Context: an optimization exercise on an open-source flow, tuned for small area, a short achievable clock period and few clock cycles per item. The choices shown serve that exercise and are no tape-out recipe.
Only simulation tests tie the RTL to the original design; equivalence was not proved.

## flow/design.v (module list and top-level ports; edited modules follow where they fit)
// module level_0_detector: 15 lines
// module level_1_detector: 14 lines
// module level_2_detector: 14 lines
// module level_3_detector: 14 lines
// module leading_zeros_detector: 109 lines
// module control_logic: 317 lines
// module exponent_bias_remover: 10 lines
// module aligner_operand_exchanger: 25 lines
// module aligner_right_shifter: 19 lines
// module aligner: 42 lines
// module aligned_fraction_selecter_a: 7 lines
// module aligned_exponent_selecter_b: 7 lines
// module aligned_fraction_selecter_b: 9 lines
// module multi_norm_combined: 103 lines
// module calculation_unit_exponent_adder: 7 lines
// module calculation_unit_exponent_subtractor: 7 lines
// module calculation_unit_exponent_selecter: 19 lines
// module calculation_unit_fraction_adder: 7 lines
// module calculation_unit_fraction_subtractor: 7 lines
// module calculation_unit_fraction_multiplier: 7 lines
// module calculation_unit_fraction_selecter: 19 lines
// module calculation_unit: 84 lines
// module normalizer_exponent_adder: 6 lines
// module normalizer_exponent_subtractor: 7 lines
// module normalizer_exponent_selecter: 17 lines
// module normalizer_fraction_selecter: 15 lines
// module normalizer_left_shifter: 19 lines
// module normalizer: 51 lines
// module rounding_unit_sticky_bit_selecter: 14 lines
// module rounding_unit_fraction_incrementer: 7 lines
// module rounding_unit_fraction_selecter: 27 lines
// module rounding_unit_normalizer: 12 lines
// module rounding_unit: 43 lines
// module result_control_logic: 32 lines
// module result_sign_selecter: 23 lines
// module result_exponent_selecter: 20 lines
// module result_fraction_msb_selecter: 19 lines
// module result_fraction_lsbs_selecter: 18 lines
// module result_selecter: 70 lines
// module fpu_registers_stage2: 113 lines
// module fpu_registers_stage3: 78 lines
// module pipelined_fpu: 355 lines
module pipelined_fpu(
    input   logic          clk,
    input   logic          reset,
    input   logic  [3:0]   op,
    input   logic          start,
    input   logic  [31:0]  operand_a,
    input   logic  [31:0]  operand_b,
    output  logic          stall,
    output  logic          valid,
    output  logic  [31:0]  result
    );
  // ...
==> flow/run.sh <==
#!/bin/bash
# synth_recipe.tcl (not shown) runs the flow's synth.tcl, then flattens the netlist and writes it again
# the make line also repeats each setting of config.mk as NAME=value (left out here)
make -C /OpenROAD-flow-scripts/flow DESIGN_CONFIG=/design/flow/config.mk WORK_HOME=/design/flow/orfs CLKGATE_MAP_FILE= SYNTH_SCRIPT=/design/flow/synth_recipe.tcl finish
==> flow/config.mk <==
export PLATFORM = sky130hd
export DESIGN_NAME = pipelined_fpu
export DESIGN_NICKNAME = pipelined_fpu
export VERILOG_FILES = /design/flow/design.v
export SDC_FILE = /design/flow/constraint.sdc
export NUM_CORES = 4
export LEC_CHECK = 0
export CAP_MARGIN = 20
export CORE_MARGIN = 2
export CORE_UTILIZATION = 40
export SLEW_MARGIN = 20
==> flow/constraint.sdc <==
create_clock -name core_clock -period 11.0 [get_ports {clk}]
set_input_delay 2.2000 -clock core_clock [delete_from_list [all_inputs] [get_ports {clk}]]
set_output_delay 2.2000 -clock core_clock [all_outputs]
set_load 0.01 [all_outputs]
==> impl_metrics.csv, run 1 <==
group,metric,value,unit
route,via_count,48900,
sta,hold_viol_final,0,
yosys,yosys.area_share.simple,0.187,
sta,worst_slack,0.284,ns
layout,area.share.sequential,0.186,
layout,final_cell_count_no_fill,8099,
route,wl_met3,19.3,mm
sta,period_needed,10.72,ns
layout,bufAreaShareNonClock,0.0616,
worst_setup_path,endpoint,"result[29]",
yosys,netlist_instances,6209,
worst_setup_path,path_depth,29,
route,wl_met2,95.5,mm
run_status,status,"finished clean",
yosys,yosysUniqueCellTypes,110,
layout,multi_input_cells,4707,
layout,fillers,12800,
layout,clock_area_frac,0.0312,
clock_network,cts_made_buffers,50,
layout,nClkBuffers,57,
clock_network,htreeDepth,2,
floorplanning,placementRows,132,
clock_network,post_cts_buffers,2,
worst_setup_path,cp_common_cell,"a21oi_2",
worst_setup_path,end_kind,"primary output",
global_routing,top_usage_layer,"met2",
sta,period_share,0.974,
worst_setup_path,worstPathArrival,8.52,ns
route,drtAntennaViolNets,0,
clock_network,insertion_delay,0.68,ns
worst_setup_path,max_stage_delay,0.73,ns
yosys,ys_warn_count,24,
placement,hpwlAfterDp,174,mm
yosys,ys_top_cells_by_area,"fa_1, edfxtp_1, ha_1",
route,wl,218,mm
layout,final_common_cell,"nand2_1",
sta,tns,0,ns
worst_hold_path,whs_path_depth,0,
Testbench counts, summed over its fixed seeds: cycles 127,032, items 18,000.
==> module calculation_unit, before the edit <==
module calculation_unit(
    input   logic                                    clk,
    input   logic                                    reset,
    input   calc1::exponent_select                   calculation_exponent_select,
    input   calc2::fraction_select                   calculation_fraction_select,
    input   logic                                    division_mode,
    input   logic                                    division_op,
    input   logic                            [7:0]   aligned_exponent_a,
    input   logic                            [23:0]  aligned_fraction_a,    
    input   logic                            [7:0]   aligned_exponent_b,
    input   logic                            [48:0]  aligned_fraction_b,    
    output  logic                                    done,
    output  logic                            [26:0]  remainder,
    output  logic                            [9:0]   calculated_exponent,
    output  logic                            [48:0]  calculated_fraction    
    );
    logic  [9:0]   exponent_adder;
    logic  [9:0]   exponent_subtractor;
    logic  [48:0]  fraction_adder;        
    logic  [48:0]  fraction_subtractor;   
    logic  [48:0]  fraction_multiplier;   
    logic  [25:0]  quotient_root;         
    calculation_unit_exponent_adder
    calculation_unit_exponent_adder(
        .aligned_exponent_a,
        .aligned_exponent_b,
        .exponent_adder
    );
    calculation_unit_exponent_subtractor
    calculation_unit_exponent_subtractor(
        .aligned_exponent_a,
        .aligned_exponent_b,
        .exponent_subtractor
    );
    calculation_unit_exponent_selecter
    calculation_unit_exponent_selecter(
        .calculation_exponent_select,
        .aligned_exponent_a,
        .aligned_exponent_b,
        .exponent_adder,
        .exponent_subtractor,
        .calculated_exponent
    );
    calculation_unit_fraction_adder
    calculation_unit_fraction_adder(
        aligned_fraction_a,
        aligned_fraction_b,
        fraction_adder
    );
    calculation_unit_fraction_subtractor
    calculation_unit_fraction_subtractor(
        aligned_fraction_a,
        aligned_fraction_b,
        fraction_subtractor
    );
    calculation_unit_fraction_multiplier
    calculation_unit_fraction_multiplier(
        .aligned_fraction_a,
        .aligned_fraction_b,
        .fraction_multiplier
    );
    multi_norm_combined #(.INWIDTH(25), .OUTWIDTH(26))
    multi_norm_combined(
        .clk,
        .reset,
        .mode                   (division_mode),
        .start                  (division_op & ~done),
        .dividend_in            ({aligned_fraction_a, 1'b0}),
        .divisor_radicand_in    (aligned_fraction_b[47:23]),
        .busy                   (),
        .done,
        .quotient_root,
        .remainder
    );
    calculation_unit_fraction_selecter
    calculation_unit_fraction_selecter(
        .calculation_fraction_select,
        .fraction_adder,
        .fraction_subtractor,
        .fraction_multiplier,
        .quotient_root,
        .calculated_fraction
    );
endmodule
==> module result_selecter, before the edit <==
module result_selecter(
    input   logic                                        check_result,
    input   sign::sign_select                            sign_select,
    input   exponent::exponent_select                    exponent_select,
    input   fraction_msb::fraction_msb_select            fraction_msb_select,
    input   fraction_lsbs::fraction_lsbs_select          fraction_lsbs_select,
    input   logic                                        operand_sign_a,
    input   logic                                        operand_sign_b,
    input   logic                                [7:0]   operand_exponent_a,
    input   logic                                [7:0]   operand_exponent_b,
    input   logic                                [23:0]  operand_fraction_a,
    input   logic                                [23:0]  operand_fraction_b,
    input   logic                                        result_sign,
    input   logic                                [9:0]   result_exponent,
    input   logic                                [31:0]  result_fraction,        
    output  logic                                [31:0]  result
    );
    sign::sign_select                    sign_select_out;
    exponent::exponent_select            exponent_select_out;
    fraction_msb::fraction_msb_select    fraction_msb_select_out;
    fraction_lsbs::fraction_lsbs_select  fraction_lsbs_select_out;
    result_control_logic
    result_control_logic(
        .check_result,
        .sign_select_in               (sign_select),
        .exponent_select_in           (exponent_select),
        .fraction_msb_select_in       (fraction_msb_select),
        .fraction_lsbs_select_in      (fraction_lsbs_select),
        .result_exponent,
        .result_fraction,
        .sign_select_out,
        .exponent_select_out,
        .fraction_msb_select_out,
        .fraction_lsbs_select_out
    );
    result_sign_selecter
    result_sign_selecter(
        .sign_select                  (sign_select_out),
        .operand_sign_a,
        .operand_sign_b,
        .result_sign,
        .result_fraction,
        .result_31                    (result[31])
    );
    result_exponent_selecter
    result_exponent_selecter(
        .exponent_select              (exponent_select_out),
        .operand_exponent_a,
        .operand_exponent_b,
        .result_exponent,
        .result_fraction,
        .result_30_23                 (result[30:23])
    );
    result_fraction_msb_selecter
    result_fraction_msb_selecter(
        .fraction_msb_select          (fraction_msb_select_out),
        .operand_fraction_a,
        .operand_fraction_b,
        .result_fraction,
        .result_22                    (result[22])
    );
    result_fraction_lsbs_selecter
    result_fraction_lsbs_selecter(
        .fraction_lsbs_select         (fraction_lsbs_select_out),
        .operand_fraction_a,
        .operand_fraction_b,
        .result_fraction,
        .result_21_0                  (result[21:0])
    );
endmodule
==> module pipelined_fpu, before the edit <==
module pipelined_fpu(
    input   logic          clk,
    input   logic          reset,
    input   logic  [3:0]   op,
    input   logic          start,
    input   logic  [31:0]  operand_a,
    input   logic  [31:0]  operand_b,
    output  logic          stall,
    output  logic          valid,
    output  logic  [31:0]  result
    );
    logic                                        fpu_stage2_operand_sign_a;
    logic                                [7:0]   fpu_stage2_operand_exponent_a;
    logic                                [23:0]  fpu_stage2_operand_fraction_a;
    logic                                        fpu_stage2_operand_sign_b;
    logic                                [7:0]   fpu_stage2_operand_exponent_b;
    logic                                [23:0]  fpu_stage2_operand_fraction_b;
    logic                                        fpu_stage2_aligned_sign_b;
    logic                                [7:0]   fpu_stage2_aligned_exponent_a;
    logic                                [7:0]   fpu_stage2_aligned_exponent_b;
    logic                                [23:0]  fpu_stage2_aligned_fraction_a;       
    logic                                [48:0]  fpu_stage2_aligned_fraction_b;      
    logic                                        fpu_stage2_aligned_fraction_a_select;
    logic                                        fpu_stage2_aligned_exponent_b_select;
    logic                                        fpu_stage2_aligned_fraction_b_select;
    calc1::exponent_select                       fpu_stage2_calculation_exponent_select;
    calc2::fraction_select                       fpu_stage2_calculation_fraction_select;
    logic                                        fpu_stage2_division_mode;
    logic                                        fpu_stage2_division_op;
    logic                                        fpu_stage2_normal_op;
    logic                                        fpu_stage2_normalize;
    logic                                        fpu_stage2_rounding_mode;
    logic                                [1:0]   fpu_stage2_sticky_bit_select;
    logic                                        fpu_stage2_result_sign;
    logic                                        fpu_stage2_check_result;
    sign::sign_select                            fpu_stage2_sign_select;
    exponent::exponent_select                    fpu_stage2_exponent_select;
    fraction_msb::fraction_msb_select            fpu_stage2_fraction_msb_select;
    fraction_lsbs::fraction_lsbs_select          fpu_stage2_fraction_lsbs_select;
    logic                                        fpu_stage3_operand_sign_a;
    logic                                [7:0]   fpu_stage3_operand_exponent_a;
    logic                                [23:0]  fpu_stage3_operand_fraction_a;
    logic                                        fpu_stage3_operand_sign_b;
    logic                                [7:0]   fpu_stage3_operand_exponent_b;
    logic                                [23:0]  fpu_stage3_operand_fraction_b;
    logic                                [26:0]  fpu_stage3_remainder;
    logic                                [9:0]   fpu_stage3_calculated_exponent;
    logic                                [48:0]  fpu_stage3_calculated_fraction;     
    logic                                        fpu_stage3_normalize;
    logic                                        fpu_stage3_rounding_mode;
    logic                                [1:0]   fpu_stage3_sticky_bit_select;
    logic                                        fpu_stage3_result_sign;
    logic                                        fpu_stage3_result_valid;
    logic                                        fpu_stage3_check_result;
    sign::sign_select                            fpu_stage3_sign_select;
    exponent::exponent_select                    fpu_stage3_exponent_select;
    fraction_msb::fraction_msb_select            fpu_stage3_fraction_msb_select;
    fraction_lsbs::fraction_lsbs_select          fpu_stage3_fraction_lsbs_select;
    logic                                        operand_sign_a;
    logic                                [7:0]   operand_exponent_a;
    logic                                [23:0]  operand_fraction_a;
    logic                                        operand_sign_b;
    logic                                [7:0]   operand_exponent_b;
    logic                                [23:0]  operand_fraction_b;
    logic                                [7:0]   unbiased_exponent_a;
    logic                                [7:0]   unbiased_exponent_b;
    logic                                        remove_bias;
    logic                                        exchange_operands;
    logic                                [4:0]   align_shift_count;
    logic                                        aligned_fraction_a_select;
    logic                                        aligned_exponent_b_select;
    logic                                        aligned_fraction_b_select;
    logic                                        aligned_sign_a;
    logic                                        aligned_sign_b;
    logic                                [7:0]   aligned_exponent_a;
    logic                                [7:0]   aligned_exponent_b;
    logic                                [7:0]   aligned_exponent_b_out;
    logic                                [23:0]  aligned_fraction_a;       
    logic                                [23:0]  aligned_fraction_a_out;   
    logic                                [48:0]  aligned_fraction_b;       
    logic                                [48:0]  aligned_fraction_b_out;   
    logic                                [26:0]  remainder;
    calc1::exponent_select                       calculation_exponent_select;
    calc2::fraction_select                       calculation_fraction_select;
    logic                                        division_mode;
    logic                                        division_op;
    logic                                        normal_op;
    logic                                        division_done;
    logic                                        result_valid;
    logic                                [9:0]   calculated_exponent;
    logic                                [48:0]  calculated_fraction;      
    logic                                        normalize;
    logic                                [9:0]   normalized_exponent;
    logic                                [48:0]  normalized_fraction;      
    logic                                        rounding_mode;
    logic                                [1:0]   sticky_bit_select;
    logic                                        result_sign;
    logic                                [9:0]   result_exponent;
    logic                                [31:0]  result_fraction;          
    logic                                        check_result;
    sign::sign_select                            sign_select;
    exponent::exponent_select                    exponent_select;
    fraction_msb::fraction_msb_select            fraction_msb_select;
    fraction_lsbs::fraction_lsbs_select          fraction_lsbs_select;
    always_comb begin
        operand_sign_a     = operand_a[31];
        operand_exponent_a = operand_a[30:23];
        operand_fraction_a = {1'b1, operand_a[22:0]};   
        operand_sign_b     = operand_b[31];
        operand_exponent_b = operand_b[30:23];
        operand_fraction_b = {1'b1, operand_b[22:0]};   
        stall              = fpu_stage2_division_op & ~division_done;
        result_valid       = (fpu_stage2_division_op & division_done) | fpu_stage2_normal_op;
        valid              = fpu_stage3_result_valid;
    end
    control_logic
    control_logic(
        .op,
        .start,
        .operand_sign_a,
        .operand_exponent_a,
        .operand_fraction_a,
        .operand_sign_b,
        .operand_exponent_b,
        .operand_fraction_b,
        .aligned_sign_a,
        .aligned_exponent_a,
        .aligned_sign_b,
        .aligned_exponent_b,
        .remove_bias,
        .exchange_operands,
        .align_shift_count,
        .aligned_fraction_a_select,
        .aligned_exponent_b_select,
        .aligned_fraction_b_select,
        .result_sign,
        .calculation_exponent_select,
        .calculation_fraction_select,
        .division_mode,
        .division_op,
        .normal_op,
        .normalize,
        .rounding_mode,
        .sticky_bit_select,
        .check_result,
        .sign_select,
        .exponent_select,
        .fraction_msb_select,
        .fraction_lsbs_select
    );
    exponent_bias_remover
    exponent_bias_remover(
        .remove_bias,
        .operand_exponent_a,
        .operand_exponent_b,
        .unbiased_exponent_a,
        .unbiased_exponent_b
    );
    aligner
    aligner(
        .exchange_operands,
        .align_shift_count,
        .operand_sign_a,
        .unbiased_exponent_a,
        .operand_fraction_a,
        .operand_sign_b,
        .unbiased_exponent_b,
        .operand_fraction_b,
        .aligned_sign_a,
        .aligned_exponent_a,
        .aligned_fraction_a,
        .aligned_sign_b,
        .aligned_exponent_b,
        .aligned_fraction_b
    );
    fpu_registers_stage2
    fpu_registers_stage2(
        .clk,
        .reset,
        .stall,
        .operand_sign_a,
        .operand_exponent_a,
        .operand_fraction_a,
        .operand_sign_b,
        .operand_exponent_b,
        .operand_fraction_b,
        .aligned_sign_b,
        .aligned_exponent_a,
        .aligned_exponent_b,
        .aligned_fraction_a,
        .aligned_fraction_b,
        .result_sign,
        .aligned_fraction_a_select,
        .aligned_exponent_b_select,
        .aligned_fraction_b_select,
        .calculation_exponent_select,
        .calculation_fraction_select,
        .division_mode,
        .division_op,
        .normal_op,
        .normalize,
        .rounding_mode,
        .sticky_bit_select,
        .check_result,
        .sign_select,
        .exponent_select,
        .fraction_msb_select,
        .fraction_lsbs_select,
        .fpu_stage2_operand_sign_a,
        .fpu_stage2_operand_exponent_a,
        .fpu_stage2_operand_fraction_a,
        .fpu_stage2_operand_sign_b,
        .fpu_stage2_operand_exponent_b,
        .fpu_stage2_operand_fraction_b,
        .fpu_stage2_aligned_sign_b,
        .fpu_stage2_aligned_exponent_a,
        .fpu_stage2_aligned_exponent_b,
        .fpu_stage2_aligned_fraction_a,
        .fpu_stage2_aligned_fraction_b,
        .fpu_stage2_result_sign,
        .fpu_stage2_aligned_fraction_a_select,
        .fpu_stage2_aligned_exponent_b_select,
        .fpu_stage2_aligned_fraction_b_select,
        .fpu_stage2_calculation_exponent_select,
        .fpu_stage2_calculation_fraction_select,
        .fpu_stage2_division_mode,
        .fpu_stage2_division_op,
        .fpu_stage2_normal_op,
        .fpu_stage2_normalize,
        .fpu_stage2_rounding_mode,
        .fpu_stage2_sticky_bit_select,
        .fpu_stage2_check_result,
        .fpu_stage2_sign_select,
        .fpu_stage2_exponent_select,
        .fpu_stage2_fraction_msb_select,
        .fpu_stage2_fraction_lsbs_select
    );
    aligned_fraction_selecter_a
    aligned_fraction_selecter_a(
        .aligned_fraction_a_select    (fpu_stage2_aligned_fraction_a_select),
        .aligned_fraction_a           (fpu_stage2_aligned_fraction_a),
        .aligned_fraction_a_out
    );
    aligned_exponent_selecter_b
    aligned_exponent_selecter_b(
       .aligned_exponent_b_select     (fpu_stage2_aligned_exponent_b_select),
       .aligned_exponent_b            (fpu_stage2_aligned_exponent_b),
       .aligned_exponent_b_out
    );
    aligned_fraction_selecter_b
    aligned_fraction_selecter_b(
        .aligned_fraction_b_select    (fpu_stage2_aligned_fraction_b_select),
        .aligned_sign_b               (fpu_stage2_aligned_sign_b),
        .aligned_exponent_b           (fpu_stage2_aligned_exponent_b),
        .aligned_fraction_b           (fpu_stage2_aligned_fraction_b),
        .aligned_fraction_b_out
    );
    calculation_unit
    calculation_unit(
        .clk,
        .reset,
        .calculation_exponent_select    (fpu_stage2_calculation_exponent_select),
        .calculation_fraction_select    (fpu_stage2_calculation_fraction_select),
        .division_mode                  (fpu_stage2_division_mode),
        .division_op                    (fpu_stage2_division_op),
        .aligned_exponent_a             (fpu_stage2_aligned_exponent_a),
        .aligned_fraction_a             (aligned_fraction_a_out),
        .aligned_exponent_b             (aligned_exponent_b_out),
        .aligned_fraction_b             (aligned_fraction_b_out),
        .done                           (division_done),
        .remainder,
        .calculated_exponent,
        .calculated_fraction
    );
    fpu_registers_stage3
    fpu_registers_stage3(
        .clk,
        .reset,
        .fpu_stage2_operand_sign_a,
        .fpu_stage2_operand_exponent_a,
        .fpu_stage2_operand_fraction_a,
        .fpu_stage2_operand_sign_b,
        .fpu_stage2_operand_exponent_b,
        .fpu_stage2_operand_fraction_b,
        .calculated_exponent,
        .calculated_fraction,
        .remainder,
        .fpu_stage2_result_sign,
        .result_valid,
        .fpu_stage2_normalize,
        .fpu_stage2_rounding_mode,
        .fpu_stage2_sticky_bit_select,
        .fpu_stage2_check_result,
        .fpu_stage2_sign_select,
        .fpu_stage2_exponent_select,
        .fpu_stage2_fraction_msb_select,
        .fpu_stage2_fraction_lsbs_select,
        .fpu_stage3_operand_sign_a,
        .fpu_stage3_operand_exponent_a,
        .fpu_stage3_operand_fraction_a,
        .fpu_stage3_operand_sign_b,
        .fpu_stage3_operand_exponent_b,
        .fpu_stage3_operand_fraction_b,
        .fpu_stage3_calculated_exponent,
        .fpu_stage3_calculated_fraction,
        .fpu_stage3_remainder,
        .fpu_stage3_result_sign,
        .fpu_stage3_result_valid,
        .fpu_stage3_normalize,
        .fpu_stage3_rounding_mode,
        .fpu_stage3_sticky_bit_select,
        .fpu_stage3_check_result,
        .fpu_stage3_sign_select,
        .fpu_stage3_exponent_select,
        .fpu_stage3_fraction_msb_select,
        .fpu_stage3_fraction_lsbs_select
    );
    normalizer
    normalizer(
        .normalize              (fpu_stage3_normalize),
        .calculated_exponent    (fpu_stage3_calculated_exponent),
        .calculated_fraction    (fpu_stage3_calculated_fraction),
        .normalized_exponent,
        .normalized_fraction
    );
    rounding_unit
    rounding_unit(
        .normalize              (fpu_stage3_normalize),
        .rounding_mode          (fpu_stage3_rounding_mode),
        .sticky_bit_select      (fpu_stage3_sticky_bit_select),
        .normalized_exponent,
        .normalized_fraction,
        .remainder              (fpu_stage3_remainder),
        .result_exponent,
        .result_fraction
    );
    result_selecter
    result_selecter(
        .check_result            (fpu_stage3_check_result),
        .sign_select             (fpu_stage3_sign_select),
        .exponent_select         (fpu_stage3_exponent_select),
        .fraction_msb_select     (fpu_stage3_fraction_msb_select),
        .fraction_lsbs_select    (fpu_stage3_fraction_lsbs_select),
        .operand_sign_a          (fpu_stage3_operand_sign_a),
        .operand_sign_b          (fpu_stage3_operand_sign_b),
        .operand_exponent_a      (fpu_stage3_operand_exponent_a),
        .operand_exponent_b      (fpu_stage3_operand_exponent_b),
        .operand_fraction_a      (fpu_stage3_operand_fraction_a),
        .operand_fraction_b      (fpu_stage3_operand_fraction_b),
        .result_sign             (fpu_stage3_result_sign),
        .result_exponent,
        .result_fraction,
        .result
    );
endmodule
==> run 2, diff against run 1 <==
--- a/flow/design.v
+++ b/flow/design.v
@@ -671,104 +671,61 @@
 endmodule
-module multi_norm_combined
-    #(parameter INWIDTH    = 24,
-      parameter OUTWIDTH   = 24,
-      parameter REMWIDTH   = (INWIDTH >= OUTWIDTH) ? INWIDTH : OUTWIDTH,
-      parameter COUNTWIDTH = $clog2(OUTWIDTH)
+module divsqrt_iter
+    #(parameter FIRST = 0,
+      parameter ITERS = 1
     )(
-    input   logic                  clk,
-    input   logic                  reset,
-    input   logic                  mode,
-    input   logic                  start,
-    input   logic  [INWIDTH-1:0]   dividend_in,
-    input   logic  [INWIDTH-1:0]   divisor_radicand_in,
-    output  logic                  busy,
-    output  logic                  done,
-    output  logic  [OUTWIDTH-1:0]  quotient_root,
-    output  logic  [REMWIDTH:0]    remainder
-    );
-    typedef  enum  logic
-    {
-        IDLE   = 1'd0,
-        CALC   = 1'd1
-    }   states;
-    logic   [INWIDTH-1:0]   divisor_radicand;
-    states                  state;
-    logic   [COUNTWIDTH:0]  count;
-    logic   [INWIDTH-1:0]   divisor_radicand_next;
-    logic                   busy_next;
-    logic                   done_next;
-    logic   [OUTWIDTH-1:0]  quotient_root_next;
-    logic   [REMWIDTH:0]    remainder_next;        
-    states                  state_next;
-    logic   [COUNTWIDTH:0]  count_next;
-    logic   [REMWIDTH+2:0]  shifted_remainder;     
-    logic   [REMWIDTH+2:0]  subtracted_remainder;  
-    logic                   was_negative;
-    always_ff @(posedge clk or posedge reset) begin
-        if(reset) begin
-            divisor_radicand <= {INWIDTH{1'b0}};
-            busy             <= 1'b0;
-            done             <= 1'b0;
-            quotient_root    <= {OUTWIDTH{1'b0}};
-            remainder        <= {REMWIDTH+1{1'b0}};
-            state            <= IDLE;
-            count            <= {COUNTWIDTH+1{1'b0}};
-        end else begin
-            divisor_radicand <= divisor_radicand_next;
-            busy             <= busy_next;
-            done             <= done_next;
-            quotient_root    <= quotient_root_next;
-            remainder        <= remainder_next;
-            state            <= state_next;
-            count            <= count_next;
+    input   logic          mode,
+    input   logic  [26:0]  remainder_in,
+    input   logic  [25:0]  quotient_root_in,
+    input   logic  [24:0]  divisor_radicand_in,
+    output  logic  [26:0]  remainder_out,
+    output  logic  [25:0]  quotient_root_out,
+    output  logic  [24:0]  divisor_radicand_out
+    );
+    logic  [24:0]  div_remainder [ITERS+1];
+    logic  [25:0]  div_quotient  [ITERS+1];
+    logic  [26:0]  sqrt_remainder [ITERS+1];
+    logic  [25:0]  sqrt_root      [ITERS+1];
+    logic  [24:0]  sqrt_radicand  [ITERS+1];
+    assign div_remainder[0]  = remainder_in[24:0];
+    assign div_quotient[0]   = quotient_root_in;
+    assign sqrt_remainder[0] = remainder_in;
+    assign sqrt_root[0]      = quotient_root_in;
+    assign sqrt_radicand[0]  = divisor_radicand_in;
+    genvar i;
+    generate
+        for(i = 0; i < ITERS; i++) begin : iteration
+            localparam int T = FIRST + i;           
+            localparam int W = T + 3;               
+            logic  [25:0]  div_shifted;
+            logic  [25:0]  div_subtracted;
+            logic          div_negative;
+            assign div_shifted                    = {div_remainder[i], 1'b0};
+            assign {div_negative, div_subtracted} = {1'b0, div_shifted} - {2'b00, divisor_radicand_in};
+            assign div_remainder[i+1]             = (div_negative) ? div_shifted[24:0] : div_subtracted[24:0];
+            assign div_quotient[i+1]              = {div_quotient[i][24:0], ~div_negative};
+            logic  [28:0]  sqrt_shifted_full;
+            logic  [27:0]  sqrt_trial_full;
+            logic  [W-1:0] sqrt_shifted;
+            logic  [W-1:0] sqrt_subtracted;
+            logic          sqrt_negative;
+            assign sqrt_shifted_full                = {sqrt_remainder[i], sqrt_radicand[i][24:23]};
+            assign sqrt_trial_full                  = {sqrt_root[i], 2'b01};
+            assign sqrt_shifted                     = sqrt_shifted_full[W-1:0];
+            assign {sqrt_negative, sqrt_subtracted} = {1'b0, sqrt_shifted} - {1'b0, sqrt_trial_full[W-1:0]};
+            assign sqrt_remainder[i+1]              = 27'((sqrt_negative) ? sqrt_shifted : sqrt_subtracted);
+            assign sqrt_root[i+1]                   = {sqrt_root[i][24:0], ~sqrt_negative};
+            assign sqrt_radicand[i+1]               = {sqrt_radicand[i][22:0], 2'b00};
         end
-    end
+    endgenerate
     always_comb begin
-        divisor_radicand_next = divisor_radicand;  
-        busy_next             = 1'b0;              
-        done_next             = 1'b0;              
-        quotient_root_next    = quotient_root;     
-        remainder_next        = remainder;         
-        state_next            = IDLE;              
-        count_next            = count;             
-        case(state)
-            IDLE:   begin
-                        if(start) begin
-                            divisor_radicand_next = divisor_radicand_in;         
-                            busy_next             = 1'b1;                        
-                            count_next            = {{COUNTWIDTH{1'b0}}, 1'b1};  
-                            state_next            = CALC;
-                            if(~mode) begin  
-                                quotient_root_next = {dividend_in[0], {OUTWIDTH-1{1'b0}}};                      
-                                remainder_next     = {{REMWIDTH-(INWIDTH-2){1'b0}}, dividend_in[INWIDTH-1:1]};  
-                            end else begin   
-                                quotient_root_next = {OUTWIDTH{1'b0}};                                          
-                                remainder_next     = {REMWIDTH+1{1'b0}};                                        
-                            end
-                        end
-                    end
-            CALC:   begin
-                        if(count == OUTWIDTH) begin
-                            done_next  = 1'b1;                                
-                            state_next = IDLE;
-                        end else begin
-                            busy_next  = 1'b1;                                
-                            state_next = CALC;
-                        end
-                        count_next = count + {{COUNTWIDTH{1'b0}}, 1'b1};      
-                        if(was_negative) begin
-                            remainder_next     = shifted_remainder[REMWIDTH:0];
-                            quotient_root_next = {quotient_root[OUTWIDTH-2:0], 1'b0};
-                        end else begin
-                            remainder_next     = subtracted_remainder[REMWIDTH:0];
-                            quotient_root_next = {quotient_root[OUTWIDTH-2:0], 1'b1};
-                        end
-                        if(mode)  
-                            divisor_radicand_next = {divisor_radicand[INWIDTH-3:0], 2'b00};
-                    end
-        endcase
+        if(mode) begin
+            remainder_out        = sqrt_remainder[ITERS];
+            quotient_root_out    = sqrt_root[ITERS];
+            divisor_radicand_out = sqrt_radicand[ITERS];
+        end else begin
+            remainder_out        = {2'b00, div_remainder[ITERS]};
+            quotient_root_out    = div_quotient[ITERS];
+            divisor_radicand_out = divisor_radicand_in;
+        end
     end
-    assign shifted_remainder                   = (mode) ? {remainder[REMWIDTH:0], divisor_radicand[INWIDTH-1:INWIDTH-2]}
-                                                        : {remainder[REMWIDTH:0], quotient_root[OUTWIDTH-1]};
-    assign {was_negative, subtracted_remainder} = shifted_remainder - ((mode) ? {quotient_root, 2'b01} : divisor_radicand);
 endmodule
@@ -848,8 +805,4 @@
 module calculation_unit(
-    input   logic                                    clk,
-    input   logic                                    reset,
     input   calc1::exponent_select                   calculation_exponent_select,
     input   calc2::fraction_select                   calculation_fraction_select,
-    input   logic                                    division_mode,
-    input   logic                                    division_op,
     input   logic                            [7:0]   aligned_exponent_a,
@@ -858,4 +811,2 @@
     input   logic                            [48:0]  aligned_fraction_b,    
-    output  logic                                    done,
-    output  logic                            [26:0]  remainder,
     output  logic                            [9:0]   calculated_exponent,
@@ -908,15 +859,3 @@
     );
-    multi_norm_combined #(.INWIDTH(25), .OUTWIDTH(26))
-    multi_norm_combined(
-        .clk,
-        .reset,
-        .mode                   (division_mode),
-        .start                  (division_op & ~done),
-        .dividend_in            ({aligned_fraction_a, 1'b0}),
-        .divisor_radicand_in    (aligned_fraction_b[47:23]),
-        .busy                   (),
-        .done,
-        .quotient_root,
-        .remainder
-    );
+    assign quotient_root = 26'd0;  
     calculation_unit_fraction_selecter
@@ -1263,69 +1202,44 @@
     input   logic                                        check_result,
-    input   sign::sign_select                            sign_select,
-    input   exponent::exponent_select                    exponent_select,
-    input   fraction_msb::fraction_msb_select            fraction_msb_select,
-    input   fraction_lsbs::fraction_lsbs_select          fraction_lsbs_select,
-    input   logic                                        operand_sign_a,
-    input   logic                                        operand_sign_b,
-    input   logic                                [7:0]   operand_exponent_a,
-    input   logic                                [7:0]   operand_exponent_b,
-    input   logic                                [23:0]  operand_fraction_a,
-    input   logic                                [23:0]  operand_fraction_b,
-    input   logic                                        result_sign,
+    input   logic                                [31:0]  special,            
+    input   logic                                        sign_iresult,
+    input   logic                                [1:0]   exponent_mode,      
+    input   logic                                [1:0]   msb_mode,
+    input   logic                                [1:0]   lsbs_mode,
     input   logic                                [9:0]   result_exponent,
-    input   logic                                [31:0]  result_fraction,        
+    input   logic                                [31:0]  result_fraction,    
     output  logic                                [31:0]  result
     );
-    sign::sign_select                    sign_select_out;
-    exponent::exponent_select            exponent_select_out;
-    fraction_msb::fraction_msb_select    fraction_msb_select_out;
-    fraction_lsbs::fraction_lsbs_select  fraction_lsbs_select_out;
-    result_control_logic
-    result_control_logic(
-        .check_result,
-        .sign_select_in               (sign_select),
-        .exponent_select_in           (exponent_select),
-        .fraction_msb_select_in       (fraction_msb_select),
-        .fraction_lsbs_select_in      (fraction_lsbs_select),
-        .result_exponent,
-        .result_fraction,
-        .sign_select_out,
-        .exponent_select_out,
-        .fraction_msb_select_out,
-        .fraction_lsbs_select_out
-    );
-    result_sign_selecter
-    result_sign_selecter(
-        .sign_select                  (sign_select_out),
-        .operand_sign_a,
-        .operand_sign_b,
-        .result_sign,
-        .result_fraction,
-        .result_31                    (result[31])
-    );
-    result_exponent_selecter
-    result_exponent_selecter(
-        .exponent_select              (exponent_select_out),
-        .operand_exponent_a,
-        .operand_exponent_b,
-        .result_exponent,
-        .result_fraction,
-        .result_30_23                 (result[30:23])
-    );
-    result_fraction_msb_selecter
-    result_fraction_msb_selecter(
-        .fraction_msb_select          (fraction_msb_select_out),
-        .operand_fraction_a,
-        .operand_fraction_b,
-        .result_fraction,
-        .result_22                    (result[22])
-    );
-    result_fraction_lsbs_selecter
-    result_fraction_lsbs_selecter(
-        .fraction_lsbs_select         (fraction_lsbs_select_out),
-        .operand_fraction_a,
-        .operand_fraction_b,
-        .result_fraction,
-        .result_21_0                  (result[21:0])
-    );
+    logic  result_zero;
+    logic  result_overflow;
+    logic  result_underflow;
+    always_comb begin
+        result_zero      = ~|result_fraction;
+        result_overflow  = (signed'(result_exponent) >= signed'(10'd255));
+        result_underflow = (signed'(result_exponent) <= signed'(10'd0));
+        if(check_result) begin
+            casex({result_zero, result_overflow, result_underflow})
+                3'b1??:  result = 32'd0;                                                                                  
+                3'b010:  result = {special[31], 8'd255, 23'd0};                                                           
+                3'b001:  result = {special[31], 8'd0, 23'd0};                                                             
+                default: result = {special[31], result_exponent[7:0], result_fraction[29], result_fraction[28:7]};        
+            endcase
+        end else begin
+            result[31] = (sign_iresult) ? result_fraction[31] : special[31];
+            case(exponent_mode)
+                2'd1:    result[30:23] = result_exponent[7:0];
+                2'd2:    result[30:23] = result_fraction[30:23];
+                default: result[30:23] = special[30:23];
+            endcase
+            case(msb_mode)
+                2'd1:    result[22] = result_fraction[29];
+                2'd2:    result[22] = result_fraction[22];
+                default: result[22] = special[22];
+            endcase
+            case(lsbs_mode)
+                2'd1:    result[21:0] = result_fraction[28:7];
+                2'd2:    result[21:0] = result_fraction[21:0];
+                default: result[21:0] = special[21:0];
+            endcase
+        end
+    end
 endmodule
@@ -1533,2 +1447,6 @@
     );
+    localparam int ITERATIONS = 26;
+    localparam int K2         = 2;
+    localparam int K          = 4;
+    localparam int NSTAGES    = (ITERATIONS - K2 + K - 1) / K;
     logic                                        fpu_stage2_operand_sign_a;
@@ -1542,4 +1460,4 @@
     logic                                [7:0]   fpu_stage2_aligned_exponent_b;
-    logic                                [23:0]  fpu_stage2_aligned_fraction_a;       
-    logic                                [48:0]  fpu_stage2_aligned_fraction_b;      
+    logic                                [23:0]  fpu_stage2_aligned_fraction_a;
+    logic                                [48:0]  fpu_stage2_aligned_fraction_b;
     logic                                        fpu_stage2_aligned_fraction_a_select;
@@ -1561,21 +1479,2 @@
     fraction_lsbs::fraction_lsbs_select          fpu_stage2_fraction_lsbs_select;
-    logic                                        fpu_stage3_operand_sign_a;
-    logic                                [7:0]   fpu_stage3_operand_exponent_a;
-    logic                                [23:0]  fpu_stage3_operand_fraction_a;
-    logic                                        fpu_stage3_operand_sign_b;
-    logic                                [7:0]   fpu_stage3_operand_exponent_b;
-    logic                                [23:0]  fpu_stage3_operand_fraction_b;
-    logic                                [26:0]  fpu_stage3_remainder;
-    logic                                [9:0]   fpu_stage3_calculated_exponent;
-    logic                                [48:0]  fpu_stage3_calculated_fraction;     
-    logic                                        fpu_stage3_normalize;
-    logic                                        fpu_stage3_rounding_mode;
-    logic                                [1:0]   fpu_stage3_sticky_bit_select;
-    logic                                        fpu_stage3_result_sign;
-    logic                                        fpu_stage3_result_valid;
-    logic                                        fpu_stage3_check_result;
-    sign::sign_select                            fpu_stage3_sign_select;
-    exponent::exponent_select                    fpu_stage3_exponent_select;
-    fraction_msb::fraction_msb_select            fpu_stage3_fraction_msb_select;
-    fraction_lsbs::fraction_lsbs_select          fpu_stage3_fraction_lsbs_select;
     logic                                        operand_sign_a;
@@ -1599,7 +1498,6 @@
     logic                                [7:0]   aligned_exponent_b_out;
-    logic                                [23:0]  aligned_fraction_a;       
-    logic                                [23:0]  aligned_fraction_a_out;   
-    logic                                [48:0]  aligned_fraction_b;       
-    logic                                [48:0]  aligned_fraction_b_out;   
-    logic                                [26:0]  remainder;
+    logic                                [23:0]  aligned_fraction_a;
+    logic                                [23:0]  aligned_fraction_a_out;
+    logic                                [48:0]  aligned_fraction_b;
+    logic                                [48:0]  aligned_fraction_b_out;
     calc1::exponent_select                       calculation_exponent_select;
@@ -1609,9 +1507,5 @@
     logic                                        normal_op;
-    logic                                        division_done;
-    logic                                        result_valid;
     logic                                [9:0]   calculated_exponent;
-    logic                                [48:0]  calculated_fraction;      
+    logic                                [48:0]  calculated_fraction;
     logic                                        normalize;
-    logic                                [9:0]   normalized_exponent;
-    logic                                [48:0]  normalized_fraction;      
     logic                                        rounding_mode;
@@ -1619,4 +1513,2 @@
     logic                                        result_sign;
-    logic                                [9:0]   result_exponent;
-    logic                                [31:0]  result_fraction;          
     logic                                        check_result;
@@ -1629,9 +1521,7 @@
         operand_exponent_a = operand_a[30:23];
-        operand_fraction_a = {1'b1, operand_a[22:0]};   
+        operand_fraction_a = {1'b1, operand_a[22:0]};
         operand_sign_b     = operand_b[31];
         operand_exponent_b = operand_b[30:23];
-        operand_fraction_b = {1'b1, operand_b[22:0]};   
-        stall              = fpu_stage2_division_op & ~division_done;
-        result_valid       = (fpu_stage2_division_op & division_done) | fpu_stage2_normal_op;
-        valid              = fpu_stage3_result_valid;
+        operand_fraction_b = {1'b1, operand_b[22:0]};
+        stall              = 1'b0;
     end
@@ -1701,3 +1591,3 @@
         .reset,
-        .stall,
+        .stall                                  (1'b0),
         .operand_sign_a,
@@ -1781,8 +1671,4 @@
     calculation_unit(
-        .clk,
-        .reset,
         .calculation_exponent_select    (fpu_stage2_calculation_exponent_select),
         .calculation_fraction_select    (fpu_stage2_calculation_fraction_select),
-        .division_mode                  (fpu_stage2_division_mode),
-        .division_op                    (fpu_stage2_division_op),
         .aligned_exponent_a             (fpu_stage2_aligned_exponent_a),
@@ -1791,4 +1677,2 @@
         .aligned_fraction_b             (aligned_fraction_b_out),
-        .done                           (division_done),
-        .remainder,
         .calculated_exponent,
@@ -1796,50 +1680,190 @@
     );
-    fpu_registers_stage3
-    fpu_registers_stage3(
-        .clk,
-        .reset,
-        .fpu_stage2_operand_sign_a,
-        .fpu_stage2_operand_exponent_a,
-        .fpu_stage2_operand_fraction_a,
-        .fpu_stage2_operand_sign_b,
-        .fpu_stage2_operand_exponent_b,
-        .fpu_stage2_operand_fraction_b,
-        .calculated_exponent,
-        .calculated_fraction,
-        .remainder,
-        .fpu_stage2_result_sign,
-        .result_valid,
-        .fpu_stage2_normalize,
-        .fpu_stage2_rounding_mode,
-        .fpu_stage2_sticky_bit_select,
-        .fpu_stage2_check_result,
-        .fpu_stage2_sign_select,
-        .fpu_stage2_exponent_select,
-        .fpu_stage2_fraction_msb_select,
-        .fpu_stage2_fraction_lsbs_select,
-        .fpu_stage3_operand_sign_a,
-        .fpu_stage3_operand_exponent_a,
-        .fpu_stage3_operand_fraction_a,
-        .fpu_stage3_operand_sign_b,
-        .fpu_stage3_operand_exponent_b,
-        .fpu_stage3_operand_fraction_b,
-        .fpu_stage3_calculated_exponent,
-        .fpu_stage3_calculated_fraction,
-        .fpu_stage3_remainder,
-        .fpu_stage3_result_sign,
-        .fpu_stage3_result_valid,
-        .fpu_stage3_normalize,
-        .fpu_stage3_rounding_mode,
-        .fpu_stage3_sticky_bit_select,
-        .fpu_stage3_check_result,
-        .fpu_stage3_sign_select,
-        .fpu_stage3_exponent_select,
-        .fpu_stage3_fraction_msb_select,
-        .fpu_stage3_fraction_lsbs_select
-    );
+    logic  [24:0]  dividend_in;
+    logic  [24:0]  divisor_radicand_in;
+    logic  [26:0]  ds_remainder_init;
+    logic  [25:0]  ds_quotient_root_init;
+    logic  [26:0]  ds_remainder_s2;
+    logic  [25:0]  ds_quotient_root_s2;
+    logic  [24:0]  ds_divisor_radicand_s2;
+    always_comb begin
+        dividend_in         = {aligned_fraction_a_out, 1'b0};
+        divisor_radicand_in = aligned_fraction_b_out[47:23];
+        if(~fpu_stage2_division_mode) begin
+            ds_quotient_root_init = {dividend_in[0], 25'd0};
+            ds_remainder_init     = {3'd0, dividend_in[24:1]};
+        end else begin
+            ds_quotient_root_init = 26'd0;
+            ds_remainder_init     = 27'd0;
+        end
+    end
+    divsqrt_iter #(.FIRST(0), .ITERS(K2))
+    divsqrt_iter_s2(
+        .mode                   (fpu_stage2_division_mode),
+        .remainder_in           (ds_remainder_init),
+        .quotient_root_in       (ds_quotient_root_init),
+        .divisor_radicand_in    (divisor_radicand_in),
+        .remainder_out          (ds_remainder_s2),
+        .quotient_root_out      (ds_quotient_root_s2),
+        .divisor_radicand_out   (ds_divisor_radicand_s2)
+    );
+    logic  [31:0]  special;
+    logic          sign_iresult;
+    logic  [1:0]   exponent_mode;    
+    logic  [1:0]   msb_mode;
+    logic  [1:0]   lsbs_mode;
+    always_comb begin
+        sign_iresult = 1'b0;
+        case(fpu_stage2_sign_select)
+            sign::ZERO:    special[31] = 1'b0;
+            sign::ONE:     special[31] = 1'b1;
+            sign::A:       special[31] = fpu_stage2_operand_sign_a;
+            sign::B:       special[31] = fpu_stage2_operand_sign_b;
+            sign::NB:      special[31] = ~fpu_stage2_operand_sign_b;
+            sign::A_B:     special[31] = fpu_stage2_operand_sign_a & fpu_stage2_operand_sign_b;
+            sign::A_NB:    special[31] = fpu_stage2_operand_sign_a & ~fpu_stage2_operand_sign_b;
+            sign::RESULT:  special[31] = fpu_stage2_result_sign;
+            sign::IRESULT: begin special[31] = 1'b0; sign_iresult = 1'b1; end
+            default:       special[31] = 1'b0;
+        endcase
+        exponent_mode = 2'd0;
+        case(fpu_stage2_exponent_select)
+            exponent::ZEROS:   special[30:23] = 8'd0;
+            exponent::ONES:    special[30:23] = 8'd255;
+            exponent::A:       special[30:23] = fpu_stage2_operand_exponent_a;
+            exponent::B:       special[30:23] = fpu_stage2_operand_exponent_b;
+            exponent::RESULT:  begin special[30:23] = 8'd0; exponent_mode = 2'd1; end
+            exponent::IRESULT: begin special[30:23] = 8'd0; exponent_mode = 2'd2; end
+            default:           special[30:23] = 8'd0;
+        endcase
+        msb_mode = 2'd0;
+        case(fpu_stage2_fraction_msb_select)
+            fraction_msb::ZERO:    special[22] = 1'b0;
+            fraction_msb::ONE:     special[22] = 1'b1;
+            fraction_msb::A:       special[22] = fpu_stage2_operand_fraction_a[22];
+            fraction_msb::B:       special[22] = fpu_stage2_operand_fraction_b[22];
+            fraction_msb::RESULT:  begin special[22] = 1'b0; msb_mode = 2'd1; end
+            fraction_msb::IRESULT: begin special[22] = 1'b0; msb_mode = 2'd2; end
+            default:               special[22] = 1'b0;
+        endcase
+        lsbs_mode = 2'd0;
+        case(fpu_stage2_fraction_lsbs_select)
+            fraction_lsbs::ZEROS:   special[21:0] = 22'd0;
+            fraction_lsbs::A:       special[21:0] = fpu_stage2_operand_fraction_a[21:0];
+            fraction_lsbs::B:       special[21:0] = fpu_stage2_operand_fraction_b[21:0];
+            fraction_lsbs::RESULT:  begin special[21:0] = 22'd0; lsbs_mode = 2'd1; end
+            fraction_lsbs::IRESULT: begin special[21:0] = 22'd0; lsbs_mode = 2'd2; end
+            default:                special[21:0] = 22'd0;
+        endcase
+    end
+    logic          p_valid            [NSTAGES+1];
+    logic          p_divsqrt          [NSTAGES+1];
+    logic          p_mode             [NSTAGES+1];
+    logic  [52:0]  p_data             [NSTAGES+1];
+    logic  [24:0]  p_divisor_radicand [NSTAGES+1];
+    logic  [9:0]   p_exponent         [NSTAGES+1];
+    logic          p_normalize        [NSTAGES+1];
+    logic          p_rounding_mode    [NSTAGES+1];
+    logic  [1:0]   p_sticky_bit_select[NSTAGES+1];
+    logic          p_check_result     [NSTAGES+1];
+    logic  [31:0]  p_special          [NSTAGES+1];
+    logic          p_sign_iresult     [NSTAGES+1];
+    logic  [1:0]   p_exponent_mode    [NSTAGES+1];
+    logic  [1:0]   p_msb_mode         [NSTAGES+1];
+    logic  [1:0]   p_lsbs_mode        [NSTAGES+1];
+    logic  [52:0]  data_s2;
+    always_comb begin
+        if(fpu_stage2_division_op)
+            data_s2 = {ds_remainder_s2[26:22], ds_quotient_root_s2, ds_remainder_s2[21:0]};
+        else
+            data_s2 = {4'd0, calculated_fraction};
+    end
+    always_ff @(posedge clk or posedge reset) begin
+        if(reset)
+            p_valid[0] <= 1'b0;
+        else
+            p_valid[0] <= fpu_stage2_normal_op | fpu_stage2_division_op;
+    end
+    always_ff @(posedge clk) begin
+        p_divsqrt[0]           <= fpu_stage2_division_op;
+        p_mode[0]              <= fpu_stage2_division_mode;
+        p_data[0]              <= data_s2;
+        p_divisor_radicand[0]  <= ds_divisor_radicand_s2;
+        p_exponent[0]          <= calculated_exponent;
+        p_normalize[0]         <= fpu_stage2_normalize;
+        p_rounding_mode[0]     <= fpu_stage2_rounding_mode;
+        p_sticky_bit_select[0] <= fpu_stage2_sticky_bit_select;
+        p_check_result[0]      <= fpu_stage2_check_result;
+        p_special[0]           <= special;
+        p_sign_iresult[0]      <= sign_iresult;
+        p_exponent_mode[0]     <= exponent_mode;
+        p_msb_mode[0]          <= msb_mode;
+        p_lsbs_mode[0]         <= lsbs_mode;
+    end
+    genvar s;
+    generate
+        for(s = 1; s <= NSTAGES; s++) begin : divsqrt_stage
+            localparam int ITERS = ((ITERATIONS - K2 - (s - 1) * K) < K) ? (ITERATIONS - K2 - (s - 1) * K) : K;
+            logic  [26:0]  rem_out;
+            logic  [25:0]  qr_out;
+            logic  [24:0]  dr_out;
+            logic  [52:0]  data_next;
+            divsqrt_iter #(.FIRST(K2 + (s - 1) * K), .ITERS(ITERS))
+            divsqrt_iter(
+                .mode                   (p_mode[s-1]),
+                .remainder_in           ({p_data[s-1][52:48], p_data[s-1][21:0]}),
+                .quotient_root_in       (p_data[s-1][47:22]),
+                .divisor_radicand_in    (p_divisor_radicand[s-1]),
+                .remainder_out          (rem_out),
+                .quotient_root_out      (qr_out),
+                .divisor_radicand_out   (dr_out)
+            );
+            always_comb begin
+                if(p_divsqrt[s-1])
+                    data_next = {rem_out[26:22], qr_out, rem_out[21:0]};
+                else
+                    data_next = p_data[s-1];
+            end
+            always_ff @(posedge clk or posedge reset) begin
+                if(reset)
+                    p_valid[s] <= 1'b0;
+                else
+                    p_valid[s] <= p_valid[s-1];
+            end
+            always_ff @(posedge clk) begin
+                p_divsqrt[s]           <= p_divsqrt[s-1];
+                p_mode[s]              <= p_mode[s-1];
+                p_data[s]              <= data_next;
+                p_divisor_radicand[s]  <= dr_out;
+                p_exponent[s]          <= p_exponent[s-1];
+                p_normalize[s]         <= p_normalize[s-1];
+                p_rounding_mode[s]     <= p_rounding_mode[s-1];
+                p_sticky_bit_select[s] <= p_sticky_bit_select[s-1];
+                p_check_result[s]      <= p_check_result[s-1];
+                p_special[s]           <= p_special[s-1];
+                p_sign_iresult[s]      <= p_sign_iresult[s-1];
+                p_exponent_mode[s]     <= p_exponent_mode[s-1];
+                p_msb_mode[s]          <= p_msb_mode[s-1];
+                p_lsbs_mode[s]         <= p_lsbs_mode[s-1];
+            end
+        end
+    endgenerate
+    logic  [48:0]  final_fraction;
+    logic  [26:0]  final_remainder;
+    logic  [9:0]   normalized_exponent;
+    logic  [48:0]  normalized_fraction;
+    logic  [9:0]   result_exponent;
+    logic  [31:0]  result_fraction;
+    always_comb begin
+        if(p_divsqrt[NSTAGES])
+            final_fraction = {1'b0, p_data[NSTAGES][47:22], 22'd0};
+        else
+            final_fraction = p_data[NSTAGES][48:0];
+        final_remainder = {p_data[NSTAGES][52:48], p_data[NSTAGES][21:0]};
+        valid           = p_valid[NSTAGES];
+    end
     normalizer
     normalizer(
-        .normalize              (fpu_stage3_normalize),
-        .calculated_exponent    (fpu_stage3_calculated_exponent),
-        .calculated_fraction    (fpu_stage3_calculated_fraction),
+        .normalize              (p_normalize[NSTAGES]),
+        .calculated_exponent    (p_exponent[NSTAGES]),
+        .calculated_fraction    (final_fraction),
         .normalized_exponent,
@@ -1849,8 +1873,8 @@
     rounding_unit(
-        .normalize              (fpu_stage3_normalize),
-        .rounding_mode          (fpu_stage3_rounding_mode),
-        .sticky_bit_select      (fpu_stage3_sticky_bit_select),
+        .normalize              (p_normalize[NSTAGES]),
+        .rounding_mode          (p_rounding_mode[NSTAGES]),
+        .sticky_bit_select      (p_sticky_bit_select[NSTAGES]),
         .normalized_exponent,
         .normalized_fraction,
-        .remainder              (fpu_stage3_remainder),
+        .remainder              (final_remainder),
         .result_exponent,
@@ -1860,14 +1884,8 @@
     result_selecter(
-        .check_result            (fpu_stage3_check_result),
-        .sign_select             (fpu_stage3_sign_select),
-        .exponent_select         (fpu_stage3_exponent_select),
-        .fraction_msb_select     (fpu_stage3_fraction_msb_select),
-        .fraction_lsbs_select    (fpu_stage3_fraction_lsbs_select),
-        .operand_sign_a          (fpu_stage3_operand_sign_a),
-        .operand_sign_b          (fpu_stage3_operand_sign_b),
-        .operand_exponent_a      (fpu_stage3_operand_exponent_a),
-        .operand_exponent_b      (fpu_stage3_operand_exponent_b),
-        .operand_fraction_a      (fpu_stage3_operand_fraction_a),
-        .operand_fraction_b      (fpu_stage3_operand_fraction_b),
-        .result_sign             (fpu_stage3_result_sign),
+        .check_result            (p_check_result[NSTAGES]),
+        .special                 (p_special[NSTAGES]),
+        .sign_iresult            (p_sign_iresult[NSTAGES]),
+        .exponent_mode           (p_exponent_mode[NSTAGES]),
+        .msb_mode                (p_msb_mode[NSTAGES]),
+        .lsbs_mode               (p_lsbs_mode[NSTAGES]),
         .result_exponent,
==> run 2 against run 1 <==
Against the previous run: the layout now fails its checks (negative setup slack); synthesized cell count up 140%; register-to-register slack got worse by 1.7 ns; area after synthesis rose by 130%; largest cell class unchanged; sequential cell count rose by 639; fmax shrank 11%; first-iteration DRC count up 110%; final area rose to 2.6 times the previous value; critical path depth grew 33.
==> impl_metrics.csv, run 2 <==
group,metric,value,unit
global_routing,grt_pass1_vias,116000,
placement,port_buffers,103,
worst_setup_path,rrSetupSlack,-1.06,ns
layout,nets,19600,
worst_setup_path,cp.required,11.64,ns
yosys,ys_seq_area_frac,0.181,
layout,largest_register_ffs,359,
sta,drv_slew,0,
yosys,ys.flop_type,"dfxtp_1",
sta,setup_viol,156,
yosys,syn-num-nets,17100,
yosys,synth_common_cells,"nand2_1, ha_1, inv_1",
worst_hold_path,min_from,"p_special[1][13]",
worst_setup_path,cp_common_cell,"a21o_1",
worst_hold_path,hold_end,"p_special[2][13]",
layout,mostFrequentLayoutCells,"buf_4, nand2_1, ha_1, inv_1, nor2_1",
sta,fmax,82.9,MHz
clock_network,cts_tree,"yes",
floorplanning,fp.dieArea,0.304,mm²
floorplanning,ios,105,
yosys,syn_area_per_cell,7.88,µm²
placement,gp_congestion,1.02,
route,drtAntennaViolNets,0,
floorplanning,die_h,551,µm
layout,regMostFlops,"p_data",
layout,drive_gt1_frac,0.244,
sta,period_share,1.10,
worst_setup_path,r2r-end,"p_data[1][49]",
sta,period_needed,12.06,ns
clock_network,clk_path_buf_depth,3,
run_status,status,"complete, but fails checks",
sta,finClkSkew,0.0572,ns
worst_hold_path,hp-class,"flop to flop",
yosys,yosysUniqueCellTypes,115,
worst_setup_path,path_class,"flop to flop",
worst_setup_path,max_stage_delay,0.45,ns
sta,slew_headroom,0.191,
worst_setup_path,cpMaxStageDelayCell,"a2111o_2",
yosys,yosys_register_bits,1074,
global_routing,grt_first_pass_wirelength,694,mm
placement,place_ws,-1.51,ns
layout,final_util,0.520,
worst_setup_path,startpoint_type,"flop",
yosys,ys_warn_count,90,
placement,hpwlAfterDp,375,mm
sta,hold_viol_final,0,
run_status,violations,"negative setup slack",
sta,tightestPinTransition,1.21,ns
floorplanning,die_x,551,µm
yosys,synth-edff-count,0,
clock_network,htreeDepth,3,
route,firstDrtPassIters,9,
yosys,syn_area,0.120,mm²
floorplanning,initial_utilization,0.403,
floorplanning,core_area,0.297,mm²
floorplanning,placementRows,200,
route,wl,464,mm
worst_setup_path,critPathMaxFanout,5,
worst_hold_path,whs_path_depth,0,
yosys,ys_top_cells_by_area,"dfxtp_1, ha_1, fa_1",
yosys,yosysTopAreaCellShare,0.174,
yosys,synth.most_common_cell,"nand2_1",
layout,area_growth,29.1,%
yosys,synth_top_area_cell,"dfxtp_1",
yosys,netlist_instances,15200,
sta,rsz0062_at_grt,"yes",
worst_setup_path,end_kind,"flop",
route,viasPerCell,5.66,
job,maxCapViolCount,0,
sta,worst_slack,-1.06,ns
global_routing,grt_max_degree,80,
worst_setup_path,worstPathArrival,12.70,ns
clock_network,clkSinkCount,1074,
worst_setup_path,ff2ff_path_depth,62,
worst_setup_path,cp_num_buf_inv,3,
route,via_count,123000,
worst_setup_path,r2r-start,"p_data[0][0]",
route,first_iter_violations,11700,
layout,final_common_cell,"buf_4",
clock_network,cts.clk_slew.worst_paths,0.07,ns
sta,tns,-88.11,ns
clock_network,insertion_delay,0.79,ns
route,drc,0,
global_routing,grt_util_all_layers,0.292,
layout,biggestRegsByFlops,"p_data (359), p_special (224), p_divisor_radicand (150)",
worst_setup_path,crit_family,"compound AO/OA/AOI/OAI gates",
global_routing,gr-total-overflow,0,
clock_network,cts_root_buffer,"clkbuf_16",
yosys,synth-async-reset-ratio,0.0326,
sta,hold_slack,0.292,ns
clock_network,cts_made_buffers,109,
global_routing,antenna_found_initial,24,
route,avgRoutedWirePerCell,21.3,µm
run 2: logic make-up after synthesis:
logic type | count (synthesis) | synth area share
xor gates and xnor gates | 894 | 0.0654
DFF | 1074 | 0.181
muxes | 626 | 0.0574
other | 1 | 0.0000313
buffers and inverters | 1842 | 0.0584
and+or+nand+nor | 4623 | 0.182
adders and majority gates | 1798 | 0.219
AOI/OAI and AO/OA | 4339 | 0.237
run 2: cell type report:
class	count	area [µm²]
diodes	9	22.5
fillers	28400	143000
multi-input cells	12300	95500
clock inverters	63	792
well taps	3939	4930
flip-flops and latches	1074	21700
repair buffers	2972	23700
inverters	1246	4700
clock buffers	145	3080
run 2: how the worst max path moves through the flow:
stage	from	depth (start not counted)	slack, ns	to
2_1_floorplan	p_divisor_radicand[0][0]	61	-0.99	p_data[1][50]
3_3_place_gp	p_data[0][0]	62	-1.30	p_data[1][2]
3_5_place_dp	p_data[0][0]	62	-1.51	p_data[1][2]
4_1_cts	p_data[0][0]	62	-0.90	p_data[1][49]
5_1_grt	p_data[0][0]	62	-1.67	p_data[1][49]
6_report	p_data[0][0]	62	-1.06	p_data[1][49]
run 2: what timing repair did:
| action | CTS | global route |
|---|---|---|
| hold buffers | 0 | 0 |
| setup endpoints to repair | 189 | 190 |
| gates cloned | 4 | 11 |
| pin swaps | 92 | 246 |
| gates resized for setup | 128 | 747 |
| buffers inserted | 63 | 154 |
run 2: per-stage QoR:
step	instances	instance area, µm²
after global routing	21700	154000
final	21700	154000
after CTS	21600	150000
after global placement	21300	145000
after detailed placement	21300	145000
after floorplan	15200	122000
run 2: per-layer routing:
layer  vias to the layer above  wire [µm]  track usage
met4                         8      19800        0.111
met3                       914      32400       0.0345
met5                         -         55            0
li1                      59100          -            -
met1                     58500     202000        0.394
met2                      4489     209000        0.475
Testbench counts of run 2, summed over its fixed seeds: cycles 18,042, items 18,000.

[port drivers added, routing unchanged]
The flow's constraints put no driver on any port. The routed layouts listed below were extracted and timed again, unchanged, in two steps.
Step 1 (the two cells are an assumption about what drives the block):
set clk [get_ports {clk}]
set_driving_cell -lib_cell sky130_fd_sc_hd__clkbuf_16 $clk
set_driving_cell -lib_cell sky130_fd_sc_hd__buf_2 [delete_from_list [all_inputs] $clk]
Step 2 times the ports against the registers' clock, not the clock port: input delays grow and output delays shrink by t, the midpoint of the rising clock arrivals with the driver on.
Slacks: no drivers / after step 1 / after step 2; pairs: no drivers / after step 1.
run	shift t [ns]	setup WS [ns]	worst setup path at the end	worst register clock-pin slew, ns
run 1	0.725	0.284 / 0.204 / 0.229	input to register	0.09 / 0.09
run 2	0.863	-1.064 / -1.064 / -1.064	register to register	0.08 / 0.08
For run 1, which loses most, drivers alone change the setup slack by -0.080 ns; drivers and shift together by -0.055 ns.
